From an optimization exercise on the open Yosys and OpenROAD flow, aimed at small area, a short achievable clock period and few clock cycles; shortcuts taken in it are not production practice.
Function was checked by simulation only, so behaviour that the tests miss may differ from the original.
No activity file was given, so power comes from the tool's default toggle rates.

== v6 ==
// MS
module MS(
	rst_n,
	clk,
	in_valid,
	maze,
	player_x,
	player_y,
	prize_x_1,
	prize_y_1,
	prize_x_2,
	prize_y_2,
	prize_x_3,
	prize_y_3,
	out_valid,
	out_x,
	out_y
);
input rst_n, clk, in_valid;
input [14:0] maze;
input [3:0] player_x, player_y;
input [3:0] prize_x_1, prize_y_1;
input [3:0] prize_x_2, prize_y_2;
input [3:0] prize_x_3, prize_y_3;
output reg out_valid;
output reg [3:0] out_x, out_y;
localparam ST_IDLE  = 3'd0,
           ST_LOAD  = 3'd1,
           ST_INJ   = 3'd2,
           ST_FLOOD = 3'd3,
           ST_CHASE = 3'd4,
           ST_WAIT  = 3'd5;
reg [2:0] st;
reg [3:0] cnt;
reg       ivr;      
reg [2:0] remc;     
reg [2:0] pend;     
reg       clrf;     
reg       ij;
reg [2:0] jx, jy;   
reg       jnd;      
reg [1:0] jd;       
reg       half;     
reg       sxo, syo;  
reg [5:0] ci;       
reg [7:0] cr, cc;   
reg [3:0] qx1, qy1, qx2, qy2, qx3, qy3;
reg       wpop;     
reg [3:0] wx, wy;   
reg [1:0] wd;
reg [2:0] fm [0:7];
reg [3:0] wp, rp;   
reg [55:0] hw, vw;
wire [6:0] hrow = ~{maze[13], maze[11], maze[9], maze[7], maze[5], maze[3], maze[1]};
wire [7:0] vrow = ~{maze[14], maze[12], maze[10], maze[8], maze[6], maze[4], maze[2], maze[0]};
wire idl = (st == ST_IDLE) || (st == ST_WAIT);
wire ldh = (idl && !ivr) || (st == ST_LOAD && !cnt[0]);
wire ldv = idl || (st == ST_LOAD && cnt[0]);
always @(posedge clk) begin
	if (ldh) hw <= {hrow, hw[55:7]};
	if (ldv) vw <= {vrow, vw[55:8]};
end
wire [2:0] pfirst = pend[0] ? 3'b001 : pend[1] ? 3'b010 : 3'b100;
wire [3:0] px_s = pfirst[0] ? qx1 : pfirst[1] ? qx2 : qx3;
wire [3:0] py_s = pfirst[0] ? qy1 : pfirst[1] ? qy2 : qy3;
wire p_nd = ~px_s[0] & ~py_s[0];
wire consume = p_nd | half;
wire [2:0] nops = 3'd3 + {2'b00, qx1[0] | qy1[0]} + {2'b00, qx2[0] | qy2[0]} +
                  {2'b00, qx3[0] | qy3[0]};
wire pgo = (st == ST_INJ) || (st == ST_LOAD && cnt >= 4'd14 - {1'b0, nops});
wire [7:0] ca = 8'b1 << jx;
wire [7:0] ra = 8'b1 << jy;
reg [63:0] R, E, D0, D1;
genvar gi, gj;
generate
  ...
Settings: LEC_CHECK=0, CAP_MARGIN=20, CORE_MARGIN=2, CORE_UTILIZATION=60, SLEW_MARGIN=20, SYNTH_MEMORY_MAX_BITS=8192; clock period 12.0 ns.
standard.sh (not shown) runs the stock make flow with config.mk's settings and CLKGATE_MAP_FILE= SYNTH_SCRIPT=/design/flow/synth_recipe.tcl, a recipe that flattens the netlist after the stock synthesis.
==> flow/flow/run.sh <==
#!/bin/bash
# The standard layout (synthesis unchanged), with timing repair aiming
# for a larger setup margin than the default flow settings allow. The full
# output of the make run (yosys, openroad, klayout) goes to standard.log;
# each ORFS step also keeps its own log under orfs/logs.
set -euo pipefail
bash standard.sh SETUP_SLACK_MARGIN=8.5 finish > standard.log 2>&1
Testbench counts of v6, summed over its fixed seeds: cycles 6,345.
diff inputs: v6 => v7
-- flow/design.v --
<<< v6, line 59
reg [3:0] qx1, qy1, qx2, qy2, qx3, qy3;
reg       wpop;     
reg [3:0] wx, wy;   
reg [1:0] wd;
reg [2:0] fm [0:7];
>>> v7, line 59
reg [3:0] qx1, qy1, qx2, qy2, qx3, qy3;
reg       wpop;     
reg [1:0] wd;
reg [2:0] fm [0:7];
<<< v6, line 177
wire full = (wp[2:0] == rp[2:0]) & (wp[3] ^ rp[3]);
wire empty = (wp == rp);
wire chase = (st == ST_CHASE) | ((st == ST_FLOOD) & sdet & s_node);
wire c_push = chase & ~(|fnode) & ~full;
wire c_fin = chase & ((|fnode) | ((|fpass) & ~full));
wire d_push = (st == ST_FLOOD) & sdet & ~s_node & ~full;
wire d_go = (st == ST_FLOOD) & sdet & ~s_node & ~full;
wire push = c_push | d_push;
wire [2:0] pdat = chase ? {|fpass, cd} : {1'b0, s_pv, goA};
wire w_node = ~wx[0] & ~wy[0];
wire need_pop = w_node | wpop;
wire [2:0] fhead = fm[rp[2:0]];
>>> v7, line 176
wire full = (wp[2:0] == rp[2:0]) & (wp[3] ^ rp[3]);
wire empty = (wp == rp);
wire chase = (st == ST_CHASE);
wire c_push = chase & ~(|fnode) & ~full;
wire c_fin = chase & ((|fnode) | ((|fpass) & ~full));
wire d_push = (st == ST_FLOOD) & sdet & ~s_node & ~full;
wire d_go = (st == ST_FLOOD) & sdet & (s_node | ~full);
wire push = c_push | d_push;
wire [2:0] pdat = chase ? {|fpass, cd} : {1'b0, s_pv, goA};
wire w_node = ~out_x[0] & ~out_y[0];
wire need_pop = w_node | wpop;
wire [2:0] fhead = fm[rp[2:0]];
<<< v6, line 190
wire pop = move & need_pop;
wire [1:0] mdir = need_pop ? fhead[1:0] : wd;
wire [3:0] xi = wx + 4'd1;
wire [3:0] xd = wx - 4'd1;
wire [3:0] yi = wy + 4'd1;
wire [3:0] yd = wy - 4'd1;
wire [3:0] nx = mdir[1] ? wx : (mdir[0] ? xd : xi);
wire [3:0] ny = mdir[1] ? (mdir[0] ? yd : yi) : wy;
wire start = ivr && idl;
always @(posedge clk) begin
>>> v7, line 189
wire pop = move & need_pop;
wire [1:0] mdir = need_pop ? fhead[1:0] : wd;
wire [3:0] xi = out_x + 4'd1;
wire [3:0] xd = out_x - 4'd1;
wire [3:0] yi = out_y + 4'd1;
wire [3:0] yd = out_y - 4'd1;
wire [3:0] nx = mdir[1] ? out_x : (mdir[0] ? xd : xi);
wire [3:0] ny = mdir[1] ? (mdir[0] ? yd : yi) : out_y;
wire start = ivr && idl;
always @(posedge clk) begin
<<< v6, line 250
				if (consume && (pend & ~pfirst) == 3'b000) st <= ST_FLOOD;
			end
			ST_FLOOD, ST_CHASE: begin
				if (d_go) st <= ST_CHASE;
				if (chase && !c_fin) st <= ST_CHASE;
				if (c_fin) begin
					remc <= remc_n;
>>> v7, line 249
				if (consume && (pend & ~pfirst) == 3'b000) st <= ST_FLOOD;
			end
			ST_FLOOD: begin
				if (d_go) st <= ST_CHASE;
			end
			ST_CHASE: begin
				if (c_fin) begin
					remc <= remc_n;
<<< v6, line 290
	end
	if (st == ST_LOAD && cnt == 4'd3) begin
		sxo <= wx[0]; syo <= wy[0];
		ci <= {wy[3:1], wx[3:1]};
		cr <= 8'b1 << wy[3:1];
		cc <= 8'b1 << wx[3:1];
	end else if (d_go) begin
		if (!s_node && !goA) begin
>>> v7, line 290
	end
	if (st == ST_LOAD && cnt == 4'd3) begin
		sxo <= out_x[0]; syo <= out_y[0];
		ci <= {out_y[3:1], out_x[3:1]};
		cr <= 8'b1 << out_y[3:1];
		cc <= 8'b1 << out_x[3:1];
	end else if (d_go) begin
		if (!s_node && !goA) begin
<<< v6, line 309
	end
	if (st == ST_LOAD && cnt == 4'd2) begin
		wx <= player_x; wy <= player_y;
		out_x <= player_x; out_y <= player_y;
	end else if (move) begin
		wx <= nx; wy <= ny;
		out_x <= nx; out_y <= ny;
		wd <= mdir;
	end else begin
		out_x <= 4'd0; out_y <= 4'd0;
	end
end
>>> v7, line 309
	end
	if (st == ST_LOAD && cnt == 4'd2) begin
		out_x <= player_x; out_y <= player_y;
	end else if (move) begin
		out_x <= nx; out_y <= ny;
		wd <= mdir;
	end
end
Results
v7 finished every stage and its layout cleared the timing, DRC and antenna checks.
v6 vs v7, slowest stage cell on the critical path: fa_1 vs nand2_2
Summary: with v6 as the reference, via count of the first global-routing pass in v7 moved up slightly.
Compared with v6, v7 shows a lower number of cells traversed by the worst hold path.
Post-synthesis share of cell area spent on full adders, half adders and majority gates delta (v7 -> v6): insignificant
Changes observed in v7 relative to v6: area of the multi-input gates went up; slack of the critical path went down; total power density per cell area went down; clock buffer instance count of the final layout went up.
Testbench counts of v7, summed over its fixed seeds: cycles 6,411.

## separate check: timing with driven ports
How much do the figures lean on ideal ports? The routed layouts below were timed once more, with nothing changed but the port constraints.
Step 1 (the two cells are an assumption about what drives the block):
set clk [get_ports {clk}]
set_driving_cell -lib_cell sky130_fd_sc_hd__clkbuf_16 $clk
set_driving_cell -lib_cell sky130_fd_sc_hd__buf_2 [delete_from_list [all_inputs] $clk]
Step 2 also shifts input and output timing later by t, the mid clock arrival at the registers, as if the neighbouring blocks saw the same clock.
Three values: no drivers, after step 1, after step 2; two values: the first two.
run	shift t [ns]	slack for setup (ns)	latest minus earliest clock arrival (ns)	worst slew at a driven data input, ns	cell pins on the clock port's net
v6	0.675	8.470 / 8.451 / 8.470	0.038 / 0.038	0.04	1
v7	0.681	8.383 / 8.330 / 8.383	0.049 / 0.049	0.04	1
After both steps every run listed still meets setup and hold.
